Background: an optimization exercise with open tools, aiming at small area. Do not read the settings as production practice. Function was checked by simulation only, so behaviour that the tests miss may differ from the original. The clock port is modelled as an ideal driver; clocking choices that lean on that would not hold on a real chip. Power is estimated from default activity; no workload was simulated.

--- flow/config.mk ---
export PLATFORM = sky130hd
export DESIGN_NAME = mig_controller
export DESIGN_NICKNAME = mig_controller
export VERILOG_FILES = /design/flow/design.v
export SDC_FILE = /design/flow/constraint.sdc
export NUM_CORES = 4
export LEC_CHECK = 0
export CAP_MARGIN = 20
export CORE_AREA = 5 5 345 345
export DIE_AREA = 0 0 350 350
export SLEW_MARGIN = 20
--- flow/constraint.sdc ---
create_clock -name core_clock -period 5.0 [get_ports {sys_clk}]
set_input_delay 1.0000 -clock core_clock [delete_from_list [all_inputs] [get_ports {sys_clk}]]
set_output_delay 1.0000 -clock core_clock [all_outputs]
set_load 0.01 [all_outputs]
--- flow/design.v ---
module mig_controller(
    input                   sys_clk,
    input                   rst,
    input                   calib_done,
    output reg              ib_re,
    input       [256 - 1:0] ib_data,
    input       [7 - 1:0]   ib_count,
    input                   ib_valid,
    input                   ib_empty,
    output reg              ob_we,
    output reg  [128 - 1:0] ob_data,
    input       [7 - 1:0]   ob_count,
    input                   ob_full,
    input                   app_rdy,
    output reg              app_en,
    output reg  [3 - 1:0]   app_cmd,
    output reg  [30 - 1:0]  app_addr,
    input       [256 - 1:0] app_rd_data,
    input                   app_rd_data_end,
    input                   app_rd_data_valid,
    input                   app_wdf_rdy,
    output reg              app_wdf_wren,
    output reg  [256 - 1:0] app_wdf_data,
    output reg              app_wdf_end,
    output reg  [32 - 1:0]  app_wdf_mask
);
localparam  OUT_FIFO_SIZE   = 128;
localparam  DRAM_READ       = 3'b001,
            DRAM_WRITE      = 3'b000;
localparam  s_idle          = 2'b00,
            s_read          = 2'b01,
            s_decode        = 2'b11,
            s_cmd           = 2'b10;
reg     [2 - 1:0]   state;
reg     [256 - 1:0] ib_data_buf;
wire                is_dram;
wire                is_read;
wire    [26 - 1:0]  dram_addr;
wire    [128 - 1:0] dram_wr_data;
reg                 prev_valid; 
reg     [26 - 1:0]  prev_dram_rd_addr;
reg     [256 - 1:0] prev_dram_rd_data;
wire                skip_read;
assign skip_read = (state == s_decode) && (is_dram == 1'b1) && (is_read == 1'b1) && (prev_valid == 1'b1) && (dram_addr[26 - 1:1] == prev_dram_rd_addr[26 - 1:1]);
always @(posedge sys_clk) begin
    if(rst) begin
        ib_data_buf <= 256'b0;
    end
    else if(ib_valid) begin
        ib_data_buf <= ib_data;
    end
end
assign {is_dram, is_read, dram_addr, dram_wr_data} = ib_data_buf[156 - 1:0];
always @(posedge sys_clk) begin
    if(rst) begin
        state <= s_idle;
        ib_re <= 1'b0;
        app_en <= 1'b0;
        app_cmd <= 3'b0;
        app_addr <= 30'b0;
        app_wdf_wren <= 1'b0;
        app_wdf_data <= 256'b0;
        app_wdf_end <= 1'b0;
        app_wdf_mask <= 32'b0;
    end
    else begin
        case(state)
            s_idle: begin
                if((calib_done == 1'b1) && (!ib_empty)) begin
                    state <= s_read;
                    ib_re <= 1'b1;
                end
                else begin
                    ib_re <= 1'b0;
                end
                app_en <= 1'b0;
                app_cmd <= 3'b0;
                app_addr <= 30'b0;
                app_wdf_wren <= 1'b0;
                app_wdf_data <= 256'b0;
                app_wdf_end <= 1'b0;
                app_wdf_mask <= 32'b0;
            end
            s_read: begin
                ib_re <= 1'b0;
                if(ib_valid == 1'b1) begin
                    state <= s_decode;
                end
                app_en <= 1'b0;
                app_cmd <= 3'b0;
                app_addr <= 30'b0;
                app_wdf_wren <= 1'b0;
                app_wdf_data <= 256'b0;
                app_wdf_end <= 1'b0;
                app_wdf_mask <= 32'b0;
            end
            s_decode: begin
                ib_re <= 1'b0;
                if(is_dram == 1'b1) begin
                    if(is_read == 1'b1) begin
                        app_cmd <= DRAM_READ;
                        app_addr <= {1'b0, dram_addr[26 - 1:1], 3'b0};   
                        app_wdf_wren <= 1'b0;
                        app_wdf_data <= 256'b0;
                        app_wdf_end <= 1'b0;
                        app_wdf_mask <= 32'b0;
                        if(ob_count < (OUT_FIFO_SIZE - 2)) begin
                            if((prev_valid == 1'b1) && (dram_addr[26 - 1:1] == prev_dram_rd_addr[26 - 1:1])) begin
                                state <= s_idle;
                                app_en <= 1'b0;
                            end
                            else begin
                                state <= s_cmd;
                                app_en <= 1'b1;
                            end
                        end
                        else begin
                            app_en <= 1'b0;
                        end
                    end
                    else begin
                        app_cmd <= DRAM_WRITE;
                        app_addr <= {1'b0, dram_addr[26 - 1:1], 3'b0};   
                        app_wdf_wren <= 1'b1;
                        app_wdf_data <= (dram_addr[0] == 1'b1) ? {dram_wr_data, 128'b0} : {128'b0, dram_wr_data};
                        app_wdf_end <= 1'b1;
                        app_wdf_mask <= (dram_addr[0] == 1'b1) ? {{16{1'b0}}, {16{1'b1}}} : {{16{1'b1}}, {16{1'b0}}};
                        if(app_wdf_rdy == 1'b1) begin
                            state <= s_cmd;
                            app_en <= 1'b1;
                        end
                        else begin
                            app_en <= 1'b0;
                        end
                    end
                end
                else begin
                    state <= s_idle;
                    ib_re <= 1'b0;
                    app_en <= 1'b0;
                    app_cmd <= 3'b0;
                    app_addr <= 30'b0;
                    app_wdf_wren <= 1'b0;
                    app_wdf_data <= 256'b0;
                    app_wdf_end <= 1'b0;
                    app_wdf_mask <= 32'b0;
                end
            end
            s_cmd: begin
                ib_re <= 1'b0;
                if(is_read == 1'b1) begin
                    app_wdf_wren <= 1'b0;
                    app_wdf_data <= 256'b0;
                    app_wdf_end <= 1'b0;
                    app_wdf_mask <= 32'b0;
                    if(app_rdy == 1'b1) begin
                        state <= s_idle;
                        app_en <= 1'b0;
                        app_cmd <= 3'b0;
                        app_addr <= 30'b0;
                    end
                    else begin
                        app_en <= 1'b1;
                        app_cmd <= app_cmd;
                        app_addr <= app_addr;
                    end
                end
                else begin
                    app_wdf_wren <= 1'b0;
                    app_wdf_end <= 1'b0;
                    if(app_rdy == 1'b1) begin
                        state <= s_idle;
                        app_en <= 1'b0;
                        app_cmd <= 3'b0;
                        app_addr <= 30'b0;
                        app_wdf_data <= 256'b0;
                        app_wdf_mask <= 32'b0;
                    end
                    else begin
                        app_en <= 1'b1;
                        app_cmd <= app_cmd;
                        app_addr <= app_addr;
                        app_wdf_data <= app_wdf_data;
                        app_wdf_mask <= app_wdf_mask;
                    end
                end
            end
        endcase
    end
end
always @(posedge sys_clk) begin
    if(rst) begin
        prev_valid <= 1'b0;
        prev_dram_rd_addr <= 26'b0;
        prev_dram_rd_data <= 256'b0;
    end
    else if(app_rd_data_valid) begin
        prev_valid <= 1'b1;
        prev_dram_rd_addr <= dram_addr;
        prev_dram_rd_data <= app_rd_data;
    end
end
always @(posedge sys_clk) begin
    if(rst) begin
        ob_we <= 1'b0;
        ob_data <= 128'b0;
    end
    else begin
        if(app_rd_data_valid == 1'b1) begin
            ob_we <= 1'b1;
            ob_data <= (dram_addr[0] == 1'b1) ? app_rd_data[256 - 1 -: 128] : app_rd_data[128 - 1:0];
        end
        else if(skip_read) begin
            ob_we <= 1'b1;
            ob_data <= (dram_addr[0] == 1'b1) ? prev_dram_rd_data[256 - 1 -: 128] : prev_dram_rd_data[128 - 1:0];
        end
        else if(ob_we == 1'b1) begin
            ob_we <= 1'b0;
            ob_data <= 128'b0;
        end
        else begin
            ob_we <= 1'b0;
            ob_data <= 128'b0;
        end
    end
end
endmodule
--- flow/run.sh ---
#!/bin/bash
# synth_recipe.tcl (not shown) runs the flow's synth.tcl, then flattens the netlist and writes it again
# the make line also repeats each setting of config.mk as NAME=value (left out here)
make -C /OpenROAD-flow-scripts/flow DESIGN_CONFIG=/design/flow/config.mk WORK_HOME=/design/flow/orfs CLKGATE_MAP_FILE= SYNTH_SCRIPT=/design/flow/synth_recipe.tcl finish
==> impl_results.md, run 1 <==
* Critical Path RT at around 4.0 ns
* Setup WS pre-CTS at roughly 1.8 ns
* CTS Hold Buffers Added at 0
* Tmin final at 2.96 ns
* Clock tree buffer depth at 3
* Multi-input logic area at 14200 sq um
* Outcome: complete, no violations
* Average vias per placed instance at ~4.6
* Cell Rows at approximately 120
* EDFF count, synth at 0
* IO Count at 990
* Gpl congestion at ~0.79
* Count of final setup violators at 0
* Largest net degree at the start of global routing at roughly 190
* # nets final at roughly 4200
* WL final at ~110000 um
* Routed Antenna Nets at 0
* VDD IR max at between 0.2 and 0.3 mV
* Fin crit share at roughly three fifths
* Cell Chain, Critical Path: clkdlybuf4s50_1
* Layout area overhead at 39.5%
* Clock Sinks at between 800 and 900
* IO buf count at about 870
* Fin util at 39.9%
* Worst slew pin tran at 1.09 ns
* Crit-path max FO at 17
* Commonest non-fill, non-tap cell in the layout: clkdlybuf4s50_1
* Clk slew on worst S/H paths at 0.06 ns
* Cell Pwr Density at 348 nW/um^2
* Total die area at roughly 120000 sq um
* Clock Root Buffer: clkbuf_16
* Final Hold Viols at 0
* Total of max-cap violations at 0
* Setup bufs post-CTS at 0
* Static Leak at 17.7 nW
* Residual DRC at 0
* Vias in the first global route at roughly 24000
* Final WS setup at around 2.0 ns
* # fillers at between 10000 and 15000
* Highest Clock Rate at ~340 MHz
* Relative slew slack at between 20% and 30%
* Core area at between 100000 and 150000 sq um
* Dpl hpwl at roughly 76000 um
* Global route overflow at 0
* Routed vias at approximately 24000
* Cts repair resizes at 0
* Die Width at between 300 and 400 um
* Share of layout cells above drive strength 1 at a little under an eighth
* HP Class: flop to flop
* Crit-path slowest cell: dfxtp_1
* Post-synth top flop: dfxtp_1
* Most frequent cells in the layout: clkdlybuf4s50_1, dfxtp_1, nor2_1, mux2i_1, a22oi_1
* Synth cell types at 35
* Kind of critical path: flop to output pin
* Cells after Synth at slightly below 3000
* Slew Viols, Final at 0
* TNS Setup at 0 ns
* First-pass GRT wire length at about 160000 um
* Clock Skews at approximately 0.019 ns
* DIE HEIGHT at 350 um
* RSZ-0062 raised after global routing: no
* Register Area at around 17000 sq um
* Sequential share of the synthesized area at between 50 and 60%
* Initial Util at 28.6%
* Initial antenna violation count at a little over 40
* Max incr delay on CP at around 0.65 ns
* CP Data Arrival Time at slightly below 2 ns
* Asr flop ratio synth at 0%
* Cts bufs inserted at 96
* First DRT Iteration DRCs at 1445
* DRT Pass-1 Iters at 5
* Cell area after synthesis at around 33000 sq um
* Overall power at about 16 mW
* Cell family with most CP delay: flip-flops
* Clock Latency Late Sink at around 0.66 ns
* Synth Area per Inst at between 10 and 15 sq um
* Startpoint Class: flop
* Setup crit end kind: output pin
* CTS tree: yes
* Global-route usage over all layers at 16.5%
* WP buf/inv at 1
* Wire per inst at between 20 and 25 um
* Synth warnings at 1
* CTS H-tree lvls at 3
* Synthesized flop and latch total at between 800 and 900
[layer usage]
layer	up-vias	track usage (%)	share of wire, %
met5	-	0	0.092
met4	16	4.44	2.1
met3	185	7.24	11
met2	832	27.5	47
met1	11600	19.6	40
li1	11600	-	-
[worst min-delay path: stages, from the launching register on]
cell and delay (ns):
dfxtp_1 0.32, mux2i_1 0.06, nor2_1 0.07
[sequential cells by signal (all words and copies together), names as in the netlist, 2 cells and up]
name,count
app_addr,25
app_wdf_data,256
app_wdf_mask,2
ib_data_buf,156
ob_data,128
prev_dram_rd_addr,25
prev_dram_rd_data,256
state,2
[cell usage after synthesis, drive strengths merged, types with 2 or more instances]
master,count,area (sq um)
dfxtp,856,17100
nor2,731,2740
mux2i,438,4380
a22oi,282,2120
nor2b,139,1550
clkbuf,138,518
buf,135,917
mux4,128,2880
xor2,20,175
nor4,14,100
inv,5,18.8
nand2,5,21.3
ha,4,50.1
nor3,4,20.0
nand3,3,15.0
nand4,3,18.8
a21oi,2,10.0
nand2b,2,12.5
o22ai,2,12.5
[metrics by stage]
stage	cell area, sq um	hold WS, ns	instances
floorplan	32800	0.441	2925
global placement	42500	0.466	5079
detailed placement	42500	0.476	5079
CTS	45700	0.490	5254
global route	45700	0.504	5260
finish	45700	0.485	5267
[report_power, final]
group | leakage [nW] | total [mW] | internal [mW] | switching (mW)
clock | 1.56 | 7.00 | 4.09 | 2.92
combinational | 9.16 | 1.66 | 0.915 | 0.742
sequential | 7.00 | 7.26 | 7.08 | 0.173
[cell type report]
class                      count  area share, %
sequential                   856           37.5
multi-input combinational   1791           31.1
timing repair buffer         915           20.2
clock buffer                 152           6.42
tap                         1512           4.14
clock inverter                23          0.473
antenna                       13         0.0712
inverter                       5         0.0410
[cells by family (layout without fill, tap and decap cells)]
logic type / after synthesis / count (layout) / synth area share (%)
AOI/OAI and AO/OA: 292 / 292 / 6.72
xor gates and xnor gates: 20 / 20 / 0.534
adders and majority gates: 4 / 4 / 0.153
buffers and inverters: 278 / 1095 / 4.44
DFF: 856 / 856 / 52.3
muxes: 566 / 566 / 22.2
other: 1 / 20 / 0.0114
and+or+nand+nor: 902 / 902 / 13.7
[final timing paths]
check,cells past startpoint,startpoint,slack [ns],to
worst min register to register,2,prev_dram_rd_data[233],0.49,prev_dram_rd_data[233]
worst min-delay path,2,prev_dram_rd_data[233],0.49,prev_dram_rd_data[233]
worst max register to register,6,ib_data_buf[132],2.29,ob_data[87]
worst max-delay path,1,app_wdf_mask[15],2.04,app_wdf_mask[15]
==> inputs of run 2 (changes only) <==
==> flow/design.v (replaced) <==
module mig_controller(
    input                   sys_clk,
    input                   rst,
    input                   calib_done,
    output reg              ib_re,
    input       [256 - 1:0] ib_data,
    input       [7 - 1:0]   ib_count,
    input                   ib_valid,
    input                   ib_empty,
    output reg              ob_we,
    output      [128 - 1:0] ob_data,
    input       [7 - 1:0]   ob_count,
    input                   ob_full,
    input                   app_rdy,
    output                  app_en,
    output      [3 - 1:0]   app_cmd,
    output      [30 - 1:0]  app_addr,
    input       [256 - 1:0] app_rd_data,
    input                   app_rd_data_end,
    input                   app_rd_data_valid,
    input                   app_wdf_rdy,
    output reg              app_wdf_wren,
    output      [256 - 1:0] app_wdf_data,
    output                  app_wdf_end,
    output      [32 - 1:0]  app_wdf_mask
);
reg                 st_read;
reg                 st_dec;
reg                 st_cmd;
reg     [156 - 1:0] ib_data_buf;
wire                is_dram   = ib_data_buf[155];
wire                is_read   = ib_data_buf[154];
wire    [26 - 1:0]  dram_addr = ib_data_buf[153:128];
wire    [128 - 1:0] dram_wr_data = ib_data_buf[127:0];
reg                 addr_on;
reg                 prev_valid;
reg     [25 - 1:0]  prev_dram_rd_addr;
reg     [256 - 1:0] prev_dram_rd_data;
reg                 ob_sel;
wire dec_dram  = st_dec & is_dram;
wire dec_rd    = dec_dram & is_read;
wire dec_wr    = dec_dram & ~is_read;
wire addr_hit  = prev_valid & (dram_addr[25:1] == prev_dram_rd_addr);
wire ob_ok     = (ob_count < 7'd126);
wire skip_read = dec_rd & addr_hit;
always @(posedge sys_clk) begin
    if (ib_valid)
        ib_data_buf <= ib_data[155:0];
end
always @(posedge sys_clk) begin
    if (rst) begin
        st_read      <= 1'b0;
        st_dec       <= 1'b0;
        st_cmd       <= 1'b0;
        ib_re        <= 1'b0;
        addr_on      <= 1'b0;
        app_wdf_wren <= 1'b0;
    end
    else begin
        ib_re        <= ~st_read & ~st_dec & ~st_cmd & calib_done & ~ib_empty;
        st_read      <= (~st_read & ~st_dec & ~st_cmd & calib_done & ~ib_empty) | (st_read & ~ib_valid);
        st_dec       <= (st_read & ib_valid) | (dec_rd & ~ob_ok) | (dec_wr & ~app_wdf_rdy);
        st_cmd       <= (dec_rd & ob_ok & ~addr_hit) | (dec_wr & app_wdf_rdy) | (st_cmd & ~app_rdy);
        addr_on      <= dec_dram | (st_cmd & ~app_rdy);
        app_wdf_wren <= dec_wr;
    end
end
always @(posedge sys_clk) begin
    if (rst)
        prev_valid <= 1'b0;
    else if (app_rd_data_valid)
        prev_valid <= 1'b1;
end
always @(posedge sys_clk) begin
    if (app_rd_data_valid) begin
        prev_dram_rd_addr <= dram_addr[25:1];
        prev_dram_rd_data <= app_rd_data;
    end
end
always @(posedge sys_clk) begin
    if (rst)
        ob_we <= 1'b0;
    else
        ob_we <= app_rd_data_valid | skip_read;
    ob_sel <= dram_addr[0];
end
assign ob_data = ob_we ? (ob_sel ? prev_dram_rd_data[255:128] : prev_dram_rd_data[127:0]) : 128'b0;
assign app_en  = st_cmd;
assign app_cmd = {2'b00, addr_on & is_read};
assign app_addr = {2'b00, dram_addr[25:1] & {25{addr_on}}, 3'b000};
wire wd_on = app_wdf_wren | (st_cmd & ~is_read);
wire wd_hi = wd_on & dram_addr[0];
wire wd_lo = wd_on & ~dram_addr[0];
assign app_wdf_end  = app_wdf_wren;
assign app_wdf_data = {dram_wr_data & {128{wd_hi}}, dram_wr_data & {128{wd_lo}}};
assign app_wdf_mask = {{16{wd_lo}}, {16{wd_hi}}};
endmodule
==> run 2 against run 1 <==
Compared with the run above:
- setup slack lost 1.2 ns
- non-clock buffer count shrank 27
- critical path depth grew 5
- still clean on timing, DRC and antenna
- largest power group unchanged
==> impl_results.md, run 2 <==
* Initial antenna violation count at 56 (+37%)
* Synth Area per Inst at 15.9 sq um (+41%)
* Cell Rows at 124 (unchanged)
* VDD IR max at 0.249 mV (-3.2%)
* Hold EP: ib_re
* Sw Share at 23.0% (-1.1 points)
* Clock Skews at 0.0211 ns (+0.00219 ns)
* WP buf/inv at 3 (+2)
* Max incr delay on CP at 0.59 ns (-0.06 ns)
* Worst slew pin tran at 0.965 ns (-0.127 ns)
* Outcome: complete, no violations
* Relative slew slack at 33.9% (+6.6 points)
* Kind of critical path: flop to output pin
* Clk slew on worst S/H paths at 0.06 ns (about the same)
* CTS tree: yes
* Global route overflow at 0 (unchanged)
* First DRT Iteration DRCs at 882 (-39%)
* Clock share of power at 42.1% (-1.9 points)
* Routed vias at 12800 (-47%)
* Initial Util at 15.8% (-13 points)
* Cell Chain, Critical Path: inv_2 > a21oi_2 > nor2_4 > buf_12 > and2_1 > clkdlybuf4s50_1
* HP Class: flop to flop
* DRT Pass-1 Iters at 5 (unchanged)
* Vias in the first global route at 13100 (-45%)
* Setup bufs post-CTS at 0 (unchanged)
* # nets final at 2532 (-40%)
* WL final at 87000 um (-19%)
* Static Leak at 10.6 nW (-40%)
* # placed instances at 3452 (-32%)
* Count of final setup violators at 0 (unchanged)
* Synth cell count leaders: edfxtp_1, and2_1, nor2b_1, mux2i_1, buf_4
* Crit-path slowest cell: nor2_4
* Clock Root Buffer: clkbuf_16
* R2r setup slk at 3.12 ns (+0.83 ns)
* Hold path startpoint: st_read
* Average vias per placed instance at 3.60 (-22%)
* Internal Dissipation at 7.37 mW (-39%)
* Post-synth top area share at 72.2% (+20 points)
* Synthesized flop and latch total at 446 (-48%)
* Highest Clock Rate at 239 MHz (-29%)
* Tmin final at 4.18 ns (+1.22 ns)
* IO Count at 990 (unchanged)
* IO buf count at 872 (unchanged)
* Cell Pwr Density at 315 nW/um^2 (-9.5%)
* CP Data Arrival Time at 3.18 ns (+1.22 ns)
* Sequential share of the synthesized area at 73.2% (+21 points)
* # fillers at 11800 (+4.7%)
* TNS Setup at 0 ns (unchanged)
* Cells after Synth at 1145 (-61%)
* Clock Latency Late Sink at 0.63 ns (-0.03 ns)
* Wire per inst at 24.4 um (+19%)
* EDFF count, synth at 437 (+437)
* Dpl hpwl at 69000 um (-8.8%)
* Crit-path max FO at 78 (+61)
* Cell family with most CP delay: buffers and inverters
* Reg-to-Reg End: st_cmd
* Global-route usage over all layers at 13.4% (-3.2 points)
* Gpl congestion at 0.859 (+8.6%)
* Flop pwr share at 48.4% (+2.8 points)
* Routed Antenna Nets at 0 (unchanged)
* Startpoint Class: flop
* First-pass GRT wire length at 112000 um (-28%)
* Cts bufs inserted at 54 (-44%)
* Reg with most FFs: prev_dram_rd_data
* Crit Reg-Reg Startpoint: ib_data_buf[130]
* Total of max-cap violations at 0 (unchanged)
* Switching power at 2.20 mW (-43%)
* Most frequent cells in the layout: clkdlybuf4s50_1, edfxtp_1, and2_1, mux2i_1, nor2b_1
* Post-synth top flop: edfxtp_1
* Fin crit share at 83.7% (+24 points)
* Total die area at 123000 sq um (unchanged)
* Clock Sinks at 446 (-48%)
* Overall power at 9.56 mW (-40%)
* Setup crit end kind: output pin
* Cell area after synthesis at 18200 sq um (-45%)
* Largest registers: prev_dram_rd_data x256, ib_data_buf x156, prev_dram_rd_addr x25
* Critical Path RT at 4.00 ns (about the same)
* Commonest non-fill, non-tap cell in the layout: clkdlybuf4s50_1
* Synth warnings at 1 (unchanged)
* Final Hold Viols at 0 (unchanged)
* Max FFs per register at 256
* Top cells by area, synth: edfxtp_1, and2_1, mux2i_1
* Fin util at 26.5% (-13 points)
* Cts repair resizes at 0 (unchanged)
* Count leader, synth: edfxtp_1
* CTS Hold Buffers Added at 0 (unchanged)
* Layout area overhead at 67.0%
* Die Width at 350 um (unchanged)
* DIE HEIGHT at 350 um (unchanged)
* Worst R2R Path Depth at 4 (-2)
* Residual DRC at 0 (unchanged)
* Largest net degree at the start of global routing at 145 (-22%)
* Share of layout cells above drive strength 1 at 5.53% (-6.3 points)
* Final Instance Count excl. Fillers at 3569 (-32%)
* Asr flop ratio synth at 0% (unchanged)
* Synth area leader: edfxtp_1
* Clock tree buffer depth at 3 (unchanged)
* CTS H-tree lvls at 2 (-1)
* Core area at 115000 sq um (unchanged)
* Combinational Power Share at 9.5% (-0.9 points)
* Slew Viols, Final at 0 (unchanged)
* Synth cell types at 33 (-5.7%)
* Hold path depth at 1 (-1)
* RSZ-0062 raised after global routing: no
## run 2: how the worst max path moves through the flow
stage                     start                 to  slack (ns)  cells past startpoint
2_1_floorplan  ib_data_buf[154]  app_wdf_data[244]        2.53                      5
3_3_place_gp   ib_data_buf[154]   app_wdf_data[57]        1.28                      6
3_5_place_dp   ib_data_buf[154]   app_wdf_data[57]        1.29                      6
4_1_cts        ib_data_buf[154]   app_wdf_data[57]        0.56                      6
5_1_grt        ib_data_buf[154]   app_wdf_data[57]        0.58                      6
6_report       ib_data_buf[154]  app_wdf_data[113]        0.82                      6
## run 2: cell families (layout without fill, tap and decap cells)
logic type,after synthesis,after routing,share of synthesized area (%)
xor gates and xnor gates,25,25,1.20
and+or+nand+nor,435,435,14.9
other,1,22,0.0206
AOI/OAI and AO/OA,9,9,0.358
DFF,446,446,73.2
muxes,128,128,7.05
buffers and inverters,101,992,3.26
## run 2: per-stage QoR
stage                     area [sq um]  setup WS (ns)  hold WS [ns]
after CTS                        30300          0.565         0.469
after detailed placement         28500           1.29         0.467
after global placement           28500           1.28         0.457
after global routing             30300          0.580         0.492
after floorplan                  18200           2.53         0.363
final                            30300          0.815         0.472
## run 2: layout make-up
type | count | area (sq um) | share of cell area, %
sequential | 446 | 13300 | 43.9
timing repair buffer | 888 | 8970 | 29.6
multi-input combinational | 604 | 4320 | 14.2
tap | 1512 | 1890 | 6.23
clock buffer | 65 | 1410 | 4.65
clock inverter | 37 | 404 | 1.33
antenna | 15 | 37.5 | 0.124
inverter | 2 | 7.51 | 0.0247
## run 2: routing by layer
layer | track usage, % | vias up | share of wire (%)
met5 | 0 | - | 0.083
met2 | 21.2 | 735 | 46
met3 | 5.92 | 153 | 12
met4 | 5.78 | 10 | 3.6
li1 | - | 5729 | -
met1 | 15.8 | 6220 | 38
## run 2: power groups by stage
| stage | clock network [mW] | logic, mW | registers [mW] |
|---|---|---|---|
| 2_1_floorplan | 0 | 0.268 | 4.58 |
| 3_3_place_gp | 0 | 0.912 | 4.70 |
| 3_5_place_dp | 0 | 0.920 | 4.71 |
| 4_1_cts | 4.17 | 0.927 | 4.63 |
| 5_1_grt | 4.32 | 0.967 | 4.66 |
| 6_report | 4.03 | 0.911 | 4.62 |
==> inputs of run 3 (changes only) <==
--- a/flow/design.v
+++ b/flow/design.v
@@ -37,5 +37,6 @@
 reg     [25 - 1:0]  prev_dram_rd_addr;
 reg     [256 - 1:0] prev_dram_rd_data;
-reg                 ob_sel;
+reg                 ob_hi;
+reg                 ob_lo;
 wire dec_dram  = st_dec & is_dram;
 wire dec_rd    = dec_dram & is_read;
@@ -78,12 +79,18 @@
     end
 end
+wire ob_set = app_rd_data_valid | skip_read;
 always @(posedge sys_clk) begin
-    if (rst)
+    if (rst) begin
         ob_we <= 1'b0;
-    else
-        ob_we <= app_rd_data_valid | skip_read;
-    ob_sel <= dram_addr[0];
+        ob_hi <= 1'b0;
+        ob_lo <= 1'b0;
+    end
+    else begin
+        ob_we <= ob_set;
+        ob_hi <= ob_set & dram_addr[0];
+        ob_lo <= ob_set & ~dram_addr[0];
+    end
 end
-assign ob_data = ob_we ? (ob_sel ? prev_dram_rd_data[255:128] : prev_dram_rd_data[127:0]) : 128'b0;
+assign ob_data = (prev_dram_rd_data[255:128] & {128{ob_hi}}) | (prev_dram_rd_data[127:0] & {128{ob_lo}});
 assign app_en  = st_cmd;
 assign app_cmd = {2'b00, addr_on & is_read};
==> flow/flow/run.sh (new file) <==
#!/bin/bash
# Standard ORFS layout with three changes:
#  - port buffers are sky130_fd_sc_hd__buf_1 (every port still gets one),
#  - clock tree built from clkbuf_8 with larger sink clusters, no dummy loads.
set -euo pipefail
export BUFFER_PORTS_ARGS="-buffer_cell sky130_fd_sc_hd__buf_1"
export CTS_ARGS="-sink_clustering_enable -repair_clock_nets -buf_list sky130_fd_sc_hd__clkbuf_8 -dont_use_dummy_load -sink_clustering_size 16 -sink_clustering_max_diameter 80"
bash standard.sh > standard.log 2>&1
==> flow/standard.sh (new file) <==
#!/bin/bash
# synth_recipe.tcl (not shown) runs the flow's synth.tcl, then flattens the netlist and writes it again
# the make line also repeats each setting of config.mk as NAME=value (left out here)
make -C /OpenROAD-flow-scripts/flow DESIGN_CONFIG=/design/flow/config.mk WORK_HOME=/design/flow/orfs CLKGATE_MAP_FILE= SYNTH_SCRIPT=/design/flow/synth_recipe.tcl "${@:-finish}"
removed: flow/run.sh
==> run 3 against run 2 <==
Compared with the run above:
- die area is the same
- largest cell class unchanged
- hold slack improved by 0.0067 ns
- wire length down 2.7%
- clock-buffer cell count decreased by 27
- critical path depth unchanged
- synthesized area down 5.3%
- flip-flop and latch count up 1
- largest power group unchanged
- still clean on timing, DRC and antenna
- sequential share of layout area increased by 15 points
- global-route usage fell by 0.46 points
- clock skew grew 0.032 ns
- design area shrank 25%
- setup slack better by 0.32 ns
==> impl_results.md, run 3 <==
* Static Leak at 7.24 nW (-32%)
* EDFF count, synth at 437 (unchanged)
* Global-route usage over all layers at 12.9% (-0.46 points)
* Count of final setup violators at 0 (unchanged)
* Total die area at 123000 sq um (unchanged)
* Crit-path max FO at 144 (+85%)
* Synth cell types at 30 (-9.1%)
* Switching power at 1.76 mW (-20%)
* Synth warnings at 1 (unchanged)
* Clock Sinks at 447 (+0.22%)
* # fillers at 12500 (+6.2%)
* Reg with most FFs: prev_dram_rd_data
* IO Count at 990 (unchanged)
* Combinational Power Share at 7.6% (-1.9 points)
* Residual DRC at 0 (unchanged)
* Final Hold Viols at 0 (unchanged)
* VDD IR max at 0.215 mV (-14%)
* # nets final at 2395 (-5.4%)
* WL final at 84600 um (-2.7%)
* Synth cell count leaders: edfxtp_1, and2_1, a22o_1, clkbuf_1, buf_4
* Share of layout cells above drive strength 1 at 3.39% (-2.1 points)
* Gpl congestion at 0.834 (-3.0%)
* DIE HEIGHT at 350 um (unchanged)
* Tmin final at 3.86 ns (-0.320 ns)
* Clk slew on worst S/H paths at 0.10 ns (+0.04 ns)
* DRT Pass-1 Iters at 7 (+2)
* Kind of critical path: flop to output pin
* Largest registers: prev_dram_rd_data x256, ib_data_buf x156, prev_dram_rd_addr x25
* HP Class: flop to flop
* Global route overflow at 0 (unchanged)
* Average vias per placed instance at 3.64 (+1.1%)
* IO buf count at 872 (unchanged)
* Slew Viols, Final at 0 (unchanged)
* Total of max-cap violations at 0 (unchanged)
* First DRT Iteration DRCs at 942 (+6.8%)
* Clock share of power at 26.9% (-15 points)
* Layout area overhead at 31.8%
* CP Data Arrival Time at 2.86 ns (-0.32 ns)
* Synthesized flop and latch total at 447 (+0.22%)
* Clock Skews at 0.0532 ns (+0.0321 ns)
* Post-synth top flop: edfxtp_1
* Die Width at 350 um (unchanged)
* Startpoint Class: flop
* Routed Antenna Nets at 0 (unchanged)
* Post-route cell area at 22700 sq um (-25%)
* Highest Clock Rate at 259 MHz (+8.3%)
* RSZ-0062 raised after global routing: no
* Hold WS at 0.479 ns (+0.00669 ns)
* Clock tree buffer depth at 3 (unchanged)
* # placed instances at 3331 (-3.5%)
* Asr flop ratio synth at 0% (unchanged)
* Final WS setup at 1.14 ns (+0.320 ns)
* Synth area leader: edfxtp_1
* Cts repair resizes at 0 (unchanged)
* Overall power at 7.07 mW (-26%)
* First-pass GRT wire length at 108000 um (-3.5%)
* Fin crit share at 77.3% (-6.4 points)
* Outcome: complete, no violations
* Clock Root Buffer: clkbuf_8
* Max FFs per register at 256 (unchanged)
* Dpl hpwl at 69200 um (+0.36%)
* Largest net degree at the start of global routing at 145 (unchanged)
* Post-synth top area share at 76.2% (+4.0 points)
* Worst slew pin tran at 1.01 ns (+0.0436 ns)
* Initial antenna violation count at 48 (-14%)
* Fin util at 19.8% (-6.7 points)
* TNS Setup at 0 ns (unchanged)
* Cell Rows at 124 (unchanged)
* Synth Area per Inst at 16.8 sq um (+5.7%)
* Cts bufs inserted at 38 (-30%)
* Setup bufs post-CTS at 0 (unchanged)
* Setup crit end kind: output pin
* Internal Dissipation at 5.31 mW (-28%)
* CTS tree: yes
* Top cells by area, synth: edfxtp_1, and2_1, a22o_1
* Sw Share at 24.9% (+1.9 points)
* Core area at 115000 sq um (unchanged)
* CTS Hold Buffers Added at 0 (unchanged)
* Sequential share of the synthesized area at 77.4% (+4.2 points)
* CTS H-tree lvls at 2 (unchanged)
* Cell Pwr Density at 312 nW/um^2 (-1.1%)
* Final Instance Count excl. Fillers at 3386 (-5.1%)
* DP Area at 22100 sq um (-22%)
* Cell area after synthesis at 17200 sq um (-5.3%)
* Critical Path RT at 4.00 ns (about the same)
* Flop pwr share at 65.6% (+17 points)
* Most frequent cells in the layout: buf_1, edfxtp_1, and2_1, a22o_1, clkbuf_8
* Clock Latency Late Sink at 0.65 ns (+0.02 ns)
* Count leader, synth: edfxtp_1
* Commonest non-fill, non-tap cell in the layout: buf_1
* Cells after Synth at 1026 (-10%)
* Wire per inst at 25.0 um (+2.5%)
* Vias in the first global route at 12600 (-3.6%)
* Relative slew slack at 32.2% (-1.6 points)
* Routed vias at 12300 (-4.1%)
* Initial Util at 15.0% (-0.84 points)
* Setup WS pre-CTS at 1.91 ns (+0.622 ns)
run 3: cell types whose count changed after synthesis, moves of 3 or more:
cell,previous run,this run
a22o_1,1,128
buf_1,0,3
buf_2,27,3
clkbuf_1,18,53
clkbuf_2,11,0
mux2i_1,128,0
nand2_1,2,7
nor2b_1,129,0
xnor2_1,25,13
xor2_1,0,12
run 3: worst paths after layout:
kind,startpoint,endpoint,slack [ns],cells after the start
worst max-delay path,ib_data_buf[154],app_wdf_data[220],1.14,6
worst min-delay path,st_read,ib_re,0.48,1
worst max register to register,ib_data_buf[149],ob_hi,2.92,4
worst min register to register,st_read,ib_re,0.48,1
run 3: layout make-up:
cell class	instances	area (sq um)	area share, %
diodes	17	42.5	0.188
clock buffers	38	523	2.31
inverters	2	7.51	0.0331
multi-input cells	484	3400	15.0
flip-flops and latches	447	13300	58.8
well taps	1512	1890	8.34
repair buffers	886	3490	15.4
run 3: cell families after synthesis:
kind of cell    Yosys count  synth area share [%]
xor+xnor                 25                  1.27
other cells               1                0.0218
compound gates          139                  6.97
flops                   447                  77.4
simple gates            313                  11.2
buf+inv                 101                  3.10
run 3: metal layers:
metal	wire length, um	global-route usage [%]
met5	13	0
met2	40300	21.2
met1	33200	15.6
met3	8630	4.76
met4	2450	4.56
run 3: power by group through the flow:
stage	registers, mW	clock network [mW]	logic, mW
final	4.64	1.90	0.534
after global routing	4.66	2.16	0.582
after CTS	4.65	2.03	0.555
after detailed placement	4.73	0	0.551
after global placement	4.72	0	0.543
after floorplan	4.59	0	0.175
run 3: critical path, cell delays in order, from the launching register on:
cell      delay [ns]
edfxtp_1        0.40
inv_1           0.11
a21oi_1         0.55
nor2_4          0.06
buf_12          0.18
and2_1          0.38
buf_1           0.25
==> inputs of run 4 (changes only) <==
--- a/flow/design.v
+++ b/flow/design.v
@@ -28,9 +28,9 @@
 reg                 st_dec;
 reg                 st_cmd;
-reg     [156 - 1:0] ib_data_buf;
-wire                is_dram   = ib_data_buf[155];
-wire                is_read   = ib_data_buf[154];
-wire    [26 - 1:0]  dram_addr = ib_data_buf[153:128];
-wire    [128 - 1:0] dram_wr_data = ib_data_buf[127:0];
+reg     [28 - 1:0]  ib_data_buf;
+reg     [128 - 1:0] wr_data_n;
+wire                is_dram   = ib_data_buf[27];
+wire                is_read   = ib_data_buf[26];
+wire    [26 - 1:0]  dram_addr = ib_data_buf[25:0];
 reg                 addr_on;
 reg                 prev_valid;
@@ -46,6 +46,8 @@
 wire skip_read = dec_rd & addr_hit;
 always @(posedge sys_clk) begin
-    if (ib_valid)
-        ib_data_buf <= ib_data[155:0];
+    if (ib_valid) begin
+        ib_data_buf <= ib_data[155:128];
+        wr_data_n   <= ~ib_data[127:0];
+    end
 end
 always @(posedge sys_clk) begin
@@ -97,8 +99,8 @@
 assign app_addr = {2'b00, dram_addr[25:1] & {25{addr_on}}, 3'b000};
 wire wd_on = app_wdf_wren | (st_cmd & ~is_read);
-wire wd_hi = wd_on & dram_addr[0];
-wire wd_lo = wd_on & ~dram_addr[0];
+wire wd_hi_n = ~(wd_on & dram_addr[0]);
+wire wd_lo_n = ~(wd_on & ~dram_addr[0]);
 assign app_wdf_end  = app_wdf_wren;
-assign app_wdf_data = {dram_wr_data & {128{wd_hi}}, dram_wr_data & {128{wd_lo}}};
-assign app_wdf_mask = {{16{wd_lo}}, {16{wd_hi}}};
+assign app_wdf_data = {~(wr_data_n | {128{wd_hi_n}}), ~(wr_data_n | {128{wd_lo_n}})};
+assign app_wdf_mask = {{16{~wd_lo_n}}, {16{~wd_hi_n}}};
 endmodule
==> run 4 against run 3 <==
Compared with the run above:
- largest power group unchanged
- maximum frequency is 4.4% lower
- via count is 3.9% higher
- sequential share of layout area up 0.23 points
- still clean
- power increased by 0.36%
==> impl_results.md, run 4 <==
* Outcome: complete, no violations
* CTS H-tree lvls at 2 (unchanged)
* Flop pwr share at 65.2% (-0.4 points)
* Kind of critical path: flop to output pin
* Switching power at 1.76 mW (about the same)
* Static Leak at 7.84 nW (+8.3%)
* Clock tree buffer depth at 3 (unchanged)
* Clock share of power at 27.3% (+0.4 points)
* Average vias per placed instance at 3.63 (-0.18%)
* Core area at 115000 sq um (unchanged)
* Setup WS pre-CTS at 1.51 ns (-0.402 ns)
* Cts repair resizes at 0 (unchanged)
* Clock Skews at 0.0601 ns (+0.00685 ns)
* Routed wl met2 at 38900 um (-3.5%)
* Global route overflow at 0 (unchanged)
* Dpl hpwl at 67300 um (-2.7%)
* Clock Sinks at 447 (unchanged)
* CTS tree: yes
* Most frequent cells in the layout: buf_1, edfxtp_1, nor2_1, inv_1, a22o_1
* First-pass GRT wire length at 106000 um (-1.7%)
* Cell Rows at 124 (unchanged)
* Cts bufs inserted at 39 (+2.6%)
* # nets final at 2539 (+6.0%)
* Synth cell count leaders: edfxtp_1, nor2_1, inv_1, a22o_1, buf_4
* Relative slew slack at 37.8% (+5.6 points)
* Worst R2R Path Depth at 5 (+1)
* Crit Reg-Reg Startpoint: ib_data_buf[7]
* Cell Pwr Density at 314 nW/um^2 (+0.76%)
* CTS Hold Buffers Added at 0 (unchanged)
* Residual DRC at 0 (unchanged)
* WL final at 82700 um (-2.2%)
* Slew Viols, Final at 0 (unchanged)
* Final WS setup at 0.956 ns (-0.180 ns)
* Setup bufs post-CTS at 0 (unchanged)
* Reg with most FFs: prev_dram_rd_data
* Commonest non-fill, non-tap cell in the layout: buf_1
* Met1 WL at 31000 um (-6.6%)
* Initial Util at 14.9% (-0.10 points)
* DIE HEIGHT at 350 um (unchanged)
* Cell area after synthesis at 17100 sq um (-0.70%)
* DRT Pass-1 Iters at 5 (-2)
* Routed vias at 12800 (+3.9%)
* Clk slew on worst S/H paths at 0.10 ns (about the same)
* Fin crit share at 80.9% (+3.6 points)
* Synth area leader: edfxtp_1
* Synth Area per Inst at 14.8 sq um (-12%)
* Clock Root Buffer: clkbuf_8
* Largest net degree at the start of global routing at 79 (-46%)
* Final Hold Viols at 0 (unchanged)
* RSZ-0062 raised after global routing: no
* Clock Latency Late Sink at 0.65 ns (about the same)
* Setup crit start: ib_data_buf[26]
* First DRT Iteration DRCs at 1029 (+9.2%)
* Highest Clock Rate at 247 MHz (-4.4%)
* DP Area at 22000 sq um (-0.42%)
* VDD IR max at 0.184 mV (-14%)
* CP Data Arrival Time at 3.04 ns (+0.18 ns)
* Wire per inst at 23.5 um (-6.1%)
* R2r setup slk at 3.15 ns (+0.23 ns)
* Top cells by area, synth: edfxtp_1, a22o_1, nor2_1
* Critical Path RT at 4.00 ns (about the same)
* Crit-path max FO at 49 (-66%)
* Combinational Power Share at 7.5% (about the same)
* Startpoint Class: flop
* Asr flop ratio synth at 0% (unchanged)
* Global-route usage over all layers at 12.6% (-0.30 points)
* Routed Antenna Nets at 0 (unchanged)
* Internal Dissipation at 5.33 mW (+0.46%)
* Largest registers: prev_dram_rd_data x256, wr_data_n x128, ib_data_buf x28
* DR top layer: met5
* Total die area at 123000 sq um (unchanged)
* Met3 wire length at 9790 um (+14%)
* Share of layout cells above drive strength 1 at 3.80% (+0.41 points)
* Final Instance Count excl. Fillers at 3526 (+4.1%)
* IO Count at 990 (unchanged)
* Synthesized flop and latch total at 447 (unchanged)
* Synth cell types at 37 (+23%)
* EDFF count, synth at 437 (unchanged)
* Synth warnings at 1 (unchanged)
* # placed instances at 3474 (+4.3%)
* Tmin final at 4.04 ns (+0.180 ns)
* Vias in the first global route at 12900 (+2.9%)
* Max FFs per register at 256 (unchanged)
* IO buf count at 872 (unchanged)
* Hold WS at 0.478 ns (-0.00154 ns)
* # fillers at 12600 (+0.46%)
* Layout area overhead at 32.2%
* Worst Setup EP: app_wdf_mask[20]
* Setup crit end kind: output pin
* Initial antenna violation count at 45 (-6.3%)
* Count of final setup violators at 0 (unchanged)
* Sequential share of the synthesized area at 78.0% (+0.54 points)
* TNS Setup at 0 ns (unchanged)
* HP Class: flop to flop
* Worst slew pin tran at 0.932 ns (-0.0758 ns)
* Sw Share at 24.8% (-0.077 points)
* Cells after Synth at 1155 (+13%)
* Gpl congestion at 0.850 (+2.0%)
* Total of max-cap violations at 0 (unchanged)
* Die Width at 350 um (unchanged)
* Reg-to-Reg End: ob_lo
* Post-route cell area at 22600 sq um (-0.40%)
* Count leader, synth: edfxtp_1
* Post-synth top area share at 76.8% (+0.54 points)
* Post-synth top flop: edfxtp_1
==> run 4: metrics by stage <==
| stage | utilization, % | power, mW |
|---|---|---|
| 2_1_floorplan | - | 4.79 |
| 3_3_place_gp | 19.2 | 5.24 |
| 3_5_place_dp | 19.2 | 5.26 |
| 4_1_cts | 19.7 | 7.27 |
| 5_1_grt | 19.7 | 7.43 |
| 6_report | 19.7 | 7.09 |
==> run 4: final cells by class <==
class | count | area (sq um) | area share [%]
multi-input combinational | 483 | 2750 | 12.2
sequential | 447 | 13300 | 59.0
tap | 1512 | 1890 | 8.37
timing repair buffer | 898 | 3550 | 15.7
clock buffer | 39 | 537 | 2.38
inverter | 134 | 503 | 2.23
antenna | 13 | 32.5 | 0.144
==> run 4: power groups by stage <==
stage	Combinational, mW	Sequential (mW)	Clock, mW
final	0.534	4.63	1.93
after detailed placement	0.545	4.71	0
after global routing	0.585	4.65	2.19
after global placement	0.537	4.70	0
after CTS	0.551	4.63	2.09
after floorplan	0.192	4.60	0
==> run 4: critical path, stage by stage (launching register included) <==
cell	delay [ns]
edfxtp_1	0.55
inv_2	0.07
a21oi_1	0.38
or2_4	0.73
inv_1	0.42
buf_1	0.26
==> run 4: how the worst min path moves through the flow <==
stage	startpoint	to	depth (start not counted)
after detailed placement	prev_valid	prev_valid	2
after CTS	app_rd_data[175]	prev_dram_rd_data[175]	1
after floorplan	st_read	ib_re	1
after global routing	app_rd_data[45]	prev_dram_rd_data[45]	1
final	prev_valid	prev_valid	2
after global placement	prev_valid	prev_valid	2
==> run 4: metal layers <==
metal | vias to the layer above | global-route usage, %
met3 | 149 | 5.52
met5 | - | 0
met2 | 721 | 20.6
met1 | 6249 | 14.5
met4 | 6 | 5.29
li1 | 5684 | -
==> run 4: kinds of logic (layout without fill, tap and decap cells) <==
kind of cell    Yosys count  after routing  share of synthesized area [%]
flops                   447            447                           78.0
simple gates            315            315                           7.72
buf+inv                 231           1071                           6.14
compound gates          139            139                           6.99
xor+xnor                 22             22                           1.17
other cells               1             20                         0.0219
==> inputs of run 5 (changes only) <==
==> flow/flow/run.sh (replaced) <==
#!/bin/bash
# Standard ORFS layout with these changes:
#  - port buffers are sky130_fd_sc_hd__buf_1 (every port still gets one),
#  - clock tree built from clkbuf_8 with larger sink clusters, no dummy loads,
#  - after CTS, leaf clock buffers with a slow sink slew become clkbuf_16.
set -euo pipefail
export BUFFER_PORTS_ARGS="-buffer_cell sky130_fd_sc_hd__buf_1"
export CTS_ARGS="-sink_clustering_enable -repair_clock_nets -buf_list sky130_fd_sc_hd__clkbuf_8 -dont_use_dummy_load -sink_clustering_size 16 -sink_clustering_max_diameter 80"
export POST_CTS_TCL="$PWD/flow/post_cts.tcl"
export CLK_LEAF_SLEW_LIMIT=0.112
bash standard.sh > standard.log 2>&1
==> flow/flow/post_cts.tcl (new file) <==
# Upsize clock-tree leaf buffers whose flip-flop clock pins see a slow slew,
# then legalize the placement again.
estimate_parasitics -placement
set upsized 0
foreach inst [get_cells -hierarchical clkbuf_leaf_*] {
  if {[get_property $inst ref_name] ne "sky130_fd_sc_hd__clkbuf_8"} { continue }
  set out [get_pins -of_objects $inst -filter "direction==output"]
  set net [get_nets -of_objects $out]
  set worst 0
  foreach p [get_pins -of_objects $net -filter "direction==input"] {
    set s [get_property $p slew_max]
    if {$s > $worst} { set worst $s }
  }
  if {$worst > $::env(CLK_LEAF_SLEW_LIMIT)} {
    replace_cell $inst sky130_fd_sc_hd__clkbuf_16
    incr upsized
  }
}
puts "post_cts: upsized $upsized leaf clock buffers"
if {$upsized > 0} {
  detailed_placement
  check_placement -verbose
  estimate_parasitics -placement
}
--- a/flow/config.mk
+++ b/flow/config.mk
@@ -7,5 +7,5 @@
 export LEC_CHECK = 0
 export CAP_MARGIN = 20
-export CORE_AREA = 5 5 345 345
-export DIE_AREA = 0 0 350 350
+export CORE_AREA = 5 5 455 125
+export DIE_AREA = 0 0 460 130
 export SLEW_MARGIN = 20
==> run 5 against run 4 <==
Compared with the run above:
- flip-flop and latch count stayed put
- die area shrank 51%
- non-clock buffer count is 12 lower
- sequential power about the same
- first-iteration DRC count rose by 47%
- clock-buffer cell count down 8
- clock power shrank 2%
- register-to-register slack better by 0.05 ns
- largest power group unchanged
==> impl_results.md, run 5 <==
* Global-route usage over all layers at 24.2% (+12 points)
* Clock Skews at 0.0225 ns (-0.0376 ns)
* DP Area at 20900 sq um (-4.9%)
* CTS tree: yes
* Count leader, synth: edfxtp_1
* Post-synth top area share at 76.8% (unchanged)
* TNS Setup at 0 ns (unchanged)
* Clk slew on worst S/H paths at 0.11 ns (about the same)
* Post-synthesis adder-cell area fraction at 0% (unchanged)
* Cell Rows at 43 (-65%)
* Dpl hpwl at 63200 um (-6.2%)
* Top cells by area, synth: edfxtp_1, a22o_1, nor2_1
* Fin util at 40.8% (+21 points)
* HP Class: input port to flop
* Slew Viols, Final at 0 (unchanged)
* RSZ-0062 raised after global routing: no
* Static Leak at 7.75 nW (-1.0%)
* Largest registers: prev_dram_rd_data x256, wr_data_n x128, ib_data_buf x28
* Final WS setup at 1.18 ns (+0.219 ns)
* Asr flop ratio synth at 0% (unchanged)
* Crit-path max FO at 94 (+92%)
* Max FFs per register at 256 (unchanged)
* Post-route cell area at 21500 sq um (-5.1%)
* Synthesized flop and latch total at 447 (unchanged)
* Cell Pwr Density at 331 nW/um^2 (+5.4%)
* Outcome: complete, no violations
* Setup crit end kind: output pin
* Clock Sinks at 447 (unchanged)
* Core area at 52600 sq um (-54%)
* VDD IR max at 0.199 mV (+7.9%)
* Crit-path slowest cell: or2_4
* DRT Pass-1 Iters at 5 (unchanged)
* Reg with most FFs: prev_dram_rd_data
* Cell area after synthesis at 17100 sq um (unchanged)
* Cell Chain, Critical Path: inv_2 > a21oi_1 > or2_4 > buf_12 > nor2_1 > buf_1
* Startpoint Class: flop
* R2r setup slk at 3.20 ns (+0.05 ns)
* Layout area overhead at 25.5%
* Synth Area per Inst at 14.8 sq um (unchanged)
* Synth cell count leaders: edfxtp_1, nor2_1, inv_1, a22o_1, buf_4
* Routed vias at 12700 (-1.0%)
* Total of max-cap violations at 0 (unchanged)
* Max incr delay on CP at 0.54 ns (-0.19 ns)
* Largest net degree at the start of global routing at 108 (+37%)
* First-pass GRT wire length at 98300 um (-7.2%)
* Average vias per placed instance at 4.69 (+29%)
* Synth cell types at 37 (unchanged)
* Wire per inst at 28.6 um (+22%)
* Worst slew pin tran at 0.980 ns (+0.0480 ns)
* Share of layout cells above drive strength 1 at 2.83% (-0.97 points)
* CP Data Arrival Time at 2.82 ns (-0.22 ns)
* Vias in the first global route at 11900 (-7.9%)
* Synth Area in XOR/XNOR at 1.17% (unchanged)
* Fin crit share at 76.5% (-4.4 points)
* Main combinational cell family by area after synthesis: simple AND/OR/NAND/NOR gates
* Initial antenna violation count at 12 (-73%)
* Post-synthesis mux area share at 0% (unchanged)
* Sequential share of the synthesized area at 78.0% (unchanged)
* WL final at 77400 um (-6.4%)
* # nets final at 2519 (-0.79%)
* Synth area leader: edfxtp_1
* Total die area at 59800 sq um (-51%)
* First DRT Iteration DRCs at 1515 (+47%)
* Compound-Gate Fraction of Synth Area at 6.99% (unchanged)
* Post-synthesis simple-gate area fraction at 7.72% (unchanged)
* IO Count at 990 (unchanged)
* Synth warnings at 1 (unchanged)
* Residual DRC at 0 (unchanged)
* Cells after Synth at 1155 (unchanged)
* Initial Util at 32.5% (+18 points)
* Die Width at 460 um (+31%)
* Post-synth top flop: edfxtp_1
* Commonest non-fill, non-tap cell in the layout: buf_1
* Routed Antenna Nets at 0 (unchanged)
* Final Hold Viols at 0 (unchanged)
* Highest Clock Rate at 261 MHz (+5.7%)
* EDFF count, synth at 437 (unchanged)
* IO buf count at 872 (unchanged)
* Critical Path RT at 4.00 ns (about the same)
* Kind of critical path: flop to output pin
* Tmin final at 3.82 ns (-0.219 ns)
* Count of final setup violators at 0 (unchanged)
* Most frequent cells in the layout: buf_1, edfxtp_1, nor2_1, inv_1, a22o_1
* DIE HEIGHT at 130 um (-63%)
* Gpl congestion at 0.971 (+14%)
* Relative slew slack at 34.6% (-3.2 points)
* Setup WS pre-CTS at 2.00 ns (+0.490 ns)
* Clock Latency Late Sink at 0.70 ns (+0.05 ns)
* Global route overflow at 0 (unchanged)
==> run 5: worst max-delay path: cells and delay by family, from the launching register on <==
kind | cells | cell delay [ns]
AOI/OAI and AO/OA | 1 | 0.19
DFF | 1 | 0.46
and+or+nand+nor | 2 | 0.75
buffers and inverters | 3 | 0.63
==> run 5: metal layers <==
metal,vias to the layer above,GRT usage (%),wire length (um),part of all wire [%]
met5,-,0,24,0.031
met4,4,2.80,874,1.1
met3,60,11.2,9040,12
met2,564,34.2,33100,43
met1,6421,35.0,34400,44
li1,5632,-,-,-
==> run 5: final cells by class <==
cell class	instances	area [sq um]
clock buffers	31	505
flip-flops and latches	447	13300
inverters	134	503
repair buffers	886	3460
multi-input cells	483	2750
diodes	1	2.50
well taps	720	901
fillers	5182	31200
==> run 5: logic make-up (layout without fill, tap and decap cells) <==
group                  count (synthesis)  count (layout)
flip-flops                           447             447
AND/OR/NAND/NOR                      315             315
buffers and inverters                231            1051
AO/OA/AOI/OAI                        139             139
XOR/XNOR                              22              22
other                                  1               8
==> run 5: worst paths after layout <==
check / from / cells after the start / to
worst min register to register: st_dec / 1 / ib_re
worst max-delay path: ib_data_buf[26] / 6 / app_wdf_data[30]
worst max register to register: ib_data_buf[16] / 5 / ob_lo
worst min-delay path: app_rd_data[203] / 1 / prev_dram_rd_data[203]
==> run 5: power by group <==
part | total (mW) | internal [mW] | switching, mW
clock network | 1.89 | 0.673 | 1.22
logic | 0.575 | 0.192 | 0.383
registers | 4.63 | 4.44 | 0.194
total | 7.10 | 5.30 | 1.80
==> run 5: per-stage QoR <==
step	cells	total power [mW]	hold WS, ns
final	2702	7.10	0.454
after global placement	2670	5.27	0.458
after detailed placement	2670	5.28	0.457
after floorplan	1161	4.79	0.437
after global routing	2701	7.36	0.389
==> inputs of run 6 (changes only) <==
--- a/flow/config.mk
+++ b/flow/config.mk
@@ -7,5 +7,5 @@
 export LEC_CHECK = 0
 export CAP_MARGIN = 20
-export CORE_AREA = 5 5 455 125
-export DIE_AREA = 0 0 460 130
+export CORE_AREA = 5 5 395 145
+export DIE_AREA = 0 0 400 150
 export SLEW_MARGIN = 20
==> run 6 against run 5 <==
Compared with the run above:
- still clean on timing, DRC and antenna
- via count decreased by 3.0%
- sequential power decreased by 0.9%
- core utilization decreased by 1.0 points
- clock power decreased by 3%
- global-route usage decreased by 4.3 points
- first-iteration DRC count decreased by 35%
- maximum frequency about the same
- non-clock buffer count unchanged
- flip-flop and latch count unchanged
- clock-buffer cell count unchanged
- synthesized area unchanged
- clock skew increased by 0.032 ns
- largest power group unchanged
==> impl_results.md, run 6 <==
* Outcome: complete, no violations
* First-pass GRT wire length at 83700 um (-15%)
* TNS Setup at 0 ns (unchanged)
* Gpl congestion at 0.885 (-8.8%)
* Die Width at 400 um (-13%)
* Synth cell types at 37 (unchanged)
* Flop pwr share at 66.0% (+0.8 points)
* Count leader, synth: edfxtp_1
* Post-synth top area share at 76.8% (unchanged)
* Cell Rows at 51 (+19%)
* Clk slew on worst S/H paths at 0.10 ns (about the same)
* Clock Sinks at 447 (unchanged)
* Clock share of power at 26.4% (-0.3 points)
* Kind of critical path: flop to output pin
* Max FFs per register at 256 (unchanged)
* RSZ-0062 raised after global routing: no
* Total of max-cap violations at 0 (unchanged)
* Sequential share of the synthesized area at 78.0% (unchanged)
* Cells after Synth at 1155 (unchanged)
* Final WS setup at 1.18 ns (+0.000280 ns)
* Vias in the first global route at 11900 (-0.14%)
* Synth warnings at 1 (unchanged)
* Relative slew slack at 31.1% (-3.6 points)
* Commonest non-fill, non-tap cell in the layout: buf_1
* Switching power at 1.67 mW (-7.0%)
* Core area at 54000 sq um (+2.7%)
* Synth area leader: edfxtp_1
* Final Hold Viols at 0 (unchanged)
* CTS tree: yes
* Clock Latency Late Sink at 0.68 ns (-0.02 ns)
* CP Data Arrival Time at 2.82 ns (about the same)
* Internal Dissipation at 5.28 mW (-0.37%)
* Largest registers: prev_dram_rd_data x256, wr_data_n x128, ib_data_buf x28
* Layout area overhead at 25.7%
* Residual DRC at 0 (unchanged)
* Slew Viols, Final at 0 (unchanged)
* Most frequent cells in the layout: buf_1, edfxtp_1, nor2_1, inv_1, a22o_1
* Crit-path max FO at 61 (-35%)
* DP Area at 21000 sq um (about the same)
* Static Leak at 7.74 nW (-0.22%)
* Multi-input logic area at 2750 sq um (unchanged)
* Post-synth top flop: edfxtp_1
* Cell area after synthesis at 17100 sq um (unchanged)
* # placed instances at 2692 (+0.82%)
* Clock Skews at 0.0549 ns (+0.0324 ns)
* Main combinational cell family by area after synthesis: simple AND/OR/NAND/NOR gates
* Critical Path RT at 4.00 ns (about the same)
* Synth Area per Inst at 14.8 sq um (unchanged)
* Routed vias at 12300 (-3.0%)
* Setup crit end kind: output pin
* Worst slew pin tran at 1.03 ns (+0.0535 ns)
* Initial antenna violation count at 12 (unchanged)
* VDD IR max at 0.173 mV (-13%)
* Wire per inst at 23.6 um (-18%)
* Combinational Power Share at 7.6% (-0.5 points)
* # nets final at 2519 (unchanged)
* Count of final setup violators at 0 (unchanged)
* IO Count at 990 (unchanged)
* Post-synthesis simple-gate area fraction at 7.72% (unchanged)
* # fillers at 5293 (+2.1%)
* DIE HEIGHT at 150 um (+15%)
* DRT Pass-1 Iters at 5 (unchanged)
* Register Area at 13300 sq um (unchanged)
* Dpl hpwl at 50800 um (-20%)
* Highest Clock Rate at 261 MHz (about the same)
* First DRT Iteration DRCs at 982 (-35%)
* Reg with most FFs: prev_dram_rd_data
* Routed Antenna Nets at 0 (unchanged)
* Cell Pwr Density at 324 nW/um^2 (-2.2%)
* EDFF count, synth at 437 (unchanged)
* Compound-Gate Fraction of Synth Area at 6.99% (unchanged)
* Synth cell count leaders: edfxtp_1, nor2_1, inv_1, a22o_1, buf_4
* Post-synthesis mux area share at 0% (unchanged)
* Setup WS pre-CTS at 1.89 ns (-0.115 ns)
* Total die area at 60000 sq um (+0.33%)
* Post-synthesis adder-cell area fraction at 0% (unchanged)
* Tmin final at 3.82 ns (-0.000280 ns)
* HP Class: flop to flop
* Share of layout cells above drive strength 1 at 2.83% (unchanged)
* Synth Area in XOR/XNOR at 1.17% (unchanged)
* Largest net degree at the start of global routing at 85 (-21%)
* Asr flop ratio synth at 0% (unchanged)
* Sw Share at 24.0% (-1.3 points)
* Fin util at 39.7% (-1.0 points)
* Post-route cell area at 21500 sq um (+0.11%)
* Startpoint Class: flop
* Initial Util at 31.6% (-0.86 points)
* Final Instance Count excl. Fillers at 2732 (+1.1%)
* Top cells by area, synth: edfxtp_1, a22o_1, nor2_1
* IO buf count at 872 (unchanged)
* WL final at 64400 um (-17%)
* Global-route usage over all layers at 20.0% (-4.3 points)
* Synthesized flop and latch total at 447 (unchanged)
* Global route overflow at 0 (unchanged)
* Fin crit share at 76.5% (about the same)
* Average vias per placed instance at 4.50 (-4.0%)
## run 6: cell counts after synthesis
No cell type changed its count.
## run 6: per-layer routing
layer,track usage (%),routed length (um),up-vias
li1,-,-,5643
met1,22.7,23100,6116
met2,36.0,34100,442
met3,5.06,4440,102
met4,8.64,2850,0
met5,0,0,-
## run 6: area by class of cell
class,instances,share of cell area (%)
clock buffer,31,2.30
antenna,9,0.105
timing repair buffer,886,16.1
multi-input combinational,483,12.8
inverter,134,2.34
tap,742,4.32
sequential,447,62.1
## run 6: power groups by stage
stage / sequential, mW / combinational (mW) / clock, mW
2_1_floorplan: 4.60 / 0.192 / 0
3_3_place_gp: 4.66 / 0.528 / 0
3_5_place_dp: 4.67 / 0.535 / 0
5_1_grt: 4.61 / 0.572 / 2.08
6_report: 4.59 / 0.530 / 1.84
## run 6: final timing paths
kind | depth (start not counted) | start | slack (ns) | endpoint
setup / recovery | 6 | ib_data_buf[26] | 1.18 | app_wdf_data[49]
hold / removal | 1 | st_read | 0.46 | ib_re
setup reg to reg | 5 | ib_data_buf[9] | 3.35 | ob_hi
hold reg to reg | 1 | st_read | 0.46 | ib_re
## run 6: metrics by stage
stage / hold WS [ns] / total power, mW
final: 0.458 / 6.95
after global routing: 0.397 / 7.26
after detailed placement: 0.462 / 5.21
after global placement: 0.459 / 5.19
after floorplan: 0.437 / 4.79
## run 6: cell families (layout without fill, tap and decap cells)
kind of cell | Yosys count | after routing
XOR/XNOR | 22 | 22
AO/OA/AOI/OAI | 139 | 139
AND/OR/NAND/NOR | 315 | 315
other | 1 | 16
flip-flops | 447 | 447
buffers and inverters | 231 | 1051
## run 6: critical path, stage by stage (launching register included)
cell      delay [ns]
edfxtp_1        0.43
inv_2           0.05
a21oi_1         0.23
or2_4           0.64
buf_4           0.48
nor2_1          0.14
buf_1           0.16
==> inputs of run 7 (changes only) <==
--- a/flow/design.v
+++ b/flow/design.v
@@ -8,5 +8,5 @@
     input                   ib_valid,
     input                   ib_empty,
-    output reg              ob_we,
+    output                  ob_we,
     output      [128 - 1:0] ob_data,
     input       [7 - 1:0]   ob_count,
@@ -84,14 +84,13 @@
 always @(posedge sys_clk) begin
     if (rst) begin
-        ob_we <= 1'b0;
         ob_hi <= 1'b0;
         ob_lo <= 1'b0;
     end
     else begin
-        ob_we <= ob_set;
         ob_hi <= ob_set & dram_addr[0];
         ob_lo <= ob_set & ~dram_addr[0];
     end
 end
+assign ob_we   = ob_hi | ob_lo;
 assign ob_data = (prev_dram_rd_data[255:128] & {128{ob_hi}}) | (prev_dram_rd_data[127:0] & {128{ob_lo}});
 assign app_en  = st_cmd;
==> run 7 against run 6 <==
Compared with the run above:
- design area shrank 0.24%
- clock-buffer cell count is the same
- critical path type unchanged
- clock power decreased by 2%
- clock skew grew 0.029 ns
- core utilization is 0.095 points lower
- synthesized cell count shrank 0.26%
- maximum frequency shrank 0.85%
==> impl_results.md, run 7 <==
* Cells after Synth at 1152 (-0.26%)
* Layout area overhead at 25.6% (about the same)
* # fillers at 5321 (+0.53%)
* Largest registers: prev_dram_rd_data x256, wr_data_n x128, ib_data_buf x28
* Cell Pwr Density at 323 nW/um^2 (-0.37%)
* Dpl hpwl at 51700 um (+1.9%)
* Top cells by area, synth: edfxtp_1, a22o_1, nor2_1
* Share of layout cells above drive strength 1 at 2.58% (-0.24 points)
* Met1 WL at 25800 um (+12%)
* RSZ-0062 raised after global routing: no
* Clk slew on worst S/H paths at 0.10 ns (about the same)
* Kind of critical path: flop to output pin
* Global route overflow at 0 (unchanged)
* Initial antenna violation count at 19 (+7)
* HP Class: flop to flop
* First DRT Iteration DRCs at 1194 (+22%)
* Register Area at 13300 sq um (-0.15%)
* Setup crit end kind: output pin
* Count of final setup violators at 0 (unchanged)
* Die Width at 400 um (unchanged)
* # placed instances at 2685 (-0.26%)
* Synth Area per Inst at 14.8 sq um (about the same)
* Critical Path RT at 4.00 ns (about the same)
* # nets final at 2512 (-0.28%)
* Post-synth top area share at 76.9% (+0.16 points)
* Total of max-cap violations at 0 (unchanged)
* Max incr delay on CP at 0.68 ns (+0.04 ns)
* Slew Viols, Final at 0 (unchanged)
* Routed vias at 12200 (-0.77%)
* Top cell by count, worst path: inv_1
* Reg with most FFs: prev_dram_rd_data
* Residual DRC at 0 (unchanged)
* Fin crit share at 77.2% (+0.66 points)
* Final Hold Viols at 0 (unchanged)
* Fin util at 39.6% (-0.095 points)
* CTS tree: yes
* Average vias per placed instance at 4.48 (-0.63%)
* Post-synth top flop: edfxtp_1
* Crit-path slowest cell: nand2b_4
* Routed wl met2 at 33400 um (-2.1%)
* Highest Clock Rate at 259 MHz (-0.85%)
* Cell family with most CP delay: buffers and inverters
* Global-route usage over all layers at 20.3% (+0.37 points)
* EDFF count, synth at 437 (unchanged)
* Met3 wire length at 4490 um (+1.1%)
* CP Data Arrival Time at 2.86 ns (+0.04 ns)
* Routed Antenna Nets at 0 (unchanged)
* Max FFs per register at 256 (unchanged)
* Commonest non-fill, non-tap cell in the layout: buf_1
* Asr flop ratio synth at 0% (unchanged)
* DRT Pass-1 Iters at 8 (+3)
* WP buf/inv at 3 (unchanged)
* TNS Setup at 0 ns (unchanged)
* DP Area at 20900 sq um (-0.17%)
* Startpoint Class: flop
* Largest net degree at the start of global routing at 95 (+12%)
* Relative slew slack at 40.8% (+9.7 points)
* Static Leak at 7.71 nW (-0.39%)
* Cell Rows at 51 (unchanged)
* Count leader, synth: edfxtp_1
* Crit-path max FO at 72 (+18%)
* Synth cell count leaders: edfxtp_1, nor2_1, inv_1, a22o_1, buf_4
* Worst slew pin tran at 0.888 ns (-0.146 ns)
* Total die area at 60000 sq um (unchanged)
* IO buf count at 872 (unchanged)
* Cell Chain, Critical Path: inv_1 > a21oi_1 > nand2b_4 > inv_1 > buf_1
* Gpl congestion at 0.891 (+0.70%)
* First-pass GRT wire length at 85200 um (+1.7%)
* Multi-input logic area at 2750 sq um (-0.14%)
* Outcome: complete, no violations
* WL final at 65600 um (+1.9%)
* Most frequent cells in the layout: buf_1, edfxtp_1, nor2_1, inv_1, a22o_1
* Final Instance Count excl. Fillers at 2728 (-0.15%)
* Post-route cell area at 21400 sq um (-0.24%)
* Wire per inst at 24.1 um (+2.1%)
* Vias in the first global route at 11800 (-0.80%)
* Clock Latency Late Sink at 0.70 ns (+0.02 ns)
* Tmin final at 3.86 ns (+0.0330 ns)
* Synth cell types at 32 (-14%)
* IO Count at 990 (unchanged)
* DIE HEIGHT at 150 um (unchanged)
* Synthesized flop and latch total at 446 (-0.22%)
* DR top layer: met5
* Core area at 54000 sq um (unchanged)
* Cell area after synthesis at 17100 sq um (-0.21%)
* Synth warnings at 1 (unchanged)
* VDD IR max at 0.159 mV (-8.3%)
* Clock Sinks at 446 (-0.22%)
* Clock Skews at 0.0836 ns (+0.0287 ns)
* Sequential share of the synthesized area at 78.0% (about the same)
* Synth area leader: edfxtp_1
* Initial Util at 31.6% (-0.067 points)
[run 7: final cells by class]
class,count,share of cell area (%)
antenna,12,0.140
multi-input combinational,483,12.8
tap,742,4.33
inverter,132,2.31
sequential,446,62.1
clock buffer,31,2.20
timing repair buffer,882,16.1
[run 7: per-stage QoR]
stage,hold WS [ns],worst slack [ns],total power [mW]
final,0.389,1.14,6.91
after global routing,0.390,0.834,7.20
after detailed placement,0.454,1.81,5.20
after global placement,0.454,1.84,5.18
after floorplan,0.429,2.32,4.78
[run 7: layer usage]
layer / up-vias / GRT usage [%]
met2: 484 / 34.6
met3: 103 / 5.38
met4: 10 / 6.45
li1: 5626 / -
met5: - / 0
met1: 5985 / 25.6
[run 7: where the power goes]
part	internal [mW]	leakage, nW	switching, mW	total [mW]
Clock	0.622	0.243	1.18	1.80
Combinational	0.189	3.11	0.338	0.527
Sequential	4.43	4.35	0.158	4.59
[run 7: path summary, 6_finish.rpt]
path	startpoint	end	slack (ns)	cells after the start
worst max-delay path	ib_data_buf[26]	app_wdf_mask[2]	1.14	5
worst min-delay path	st_read	ib_re	0.39	1
worst max register to register	ib_data_buf[12]	ob_hi	3.25	4
worst min register to register	st_read	ib_re	0.39	1
[run 7: kinds of logic after synthesis]
family | Yosys count | synth area share (%)
simple gates | 313 | 7.60
other cells | 1 | 0.0220
flops | 446 | 78.0
compound gates | 138 | 7.01
xor+xnor | 25 | 1.28
buf+inv | 229 | 6.08

separate check: timing with driven ports:
No port has a modelled driver above. Below, the same layouts with a new extraction and two added sets of constraints.
Step 1, drivers: a clkbuf_16 drives sys_clk and a buf_2 each remaining input, both assumed.
Step 2, shift: input delay + t, output delay - t, t = (earliest + latest rising clock arrival at the registers) / 2. This alone moves slack from input paths to output paths.
Three values: no drivers, after step 1, after step 2; two values: the first two.
run | shift t [ns] | setup slack, ns
run 1 | 0.719 | 2.037 / 1.969 / 1.779
run 2 | 0.673 | 0.815 / 0.755 / 1.428
run 3 | 0.678 | 1.136 / 1.082 / 1.760
run 4 | 0.660 | 0.956 / 0.907 / 1.567
run 5 | 0.718 | 1.175 / 1.123 / 1.841
run 6 | 0.708 | 1.175 / 1.121 / 1.829
run 7 | 0.706 | 1.142 / 1.089 / 1.794
After both steps every run listed still meets setup and hold.
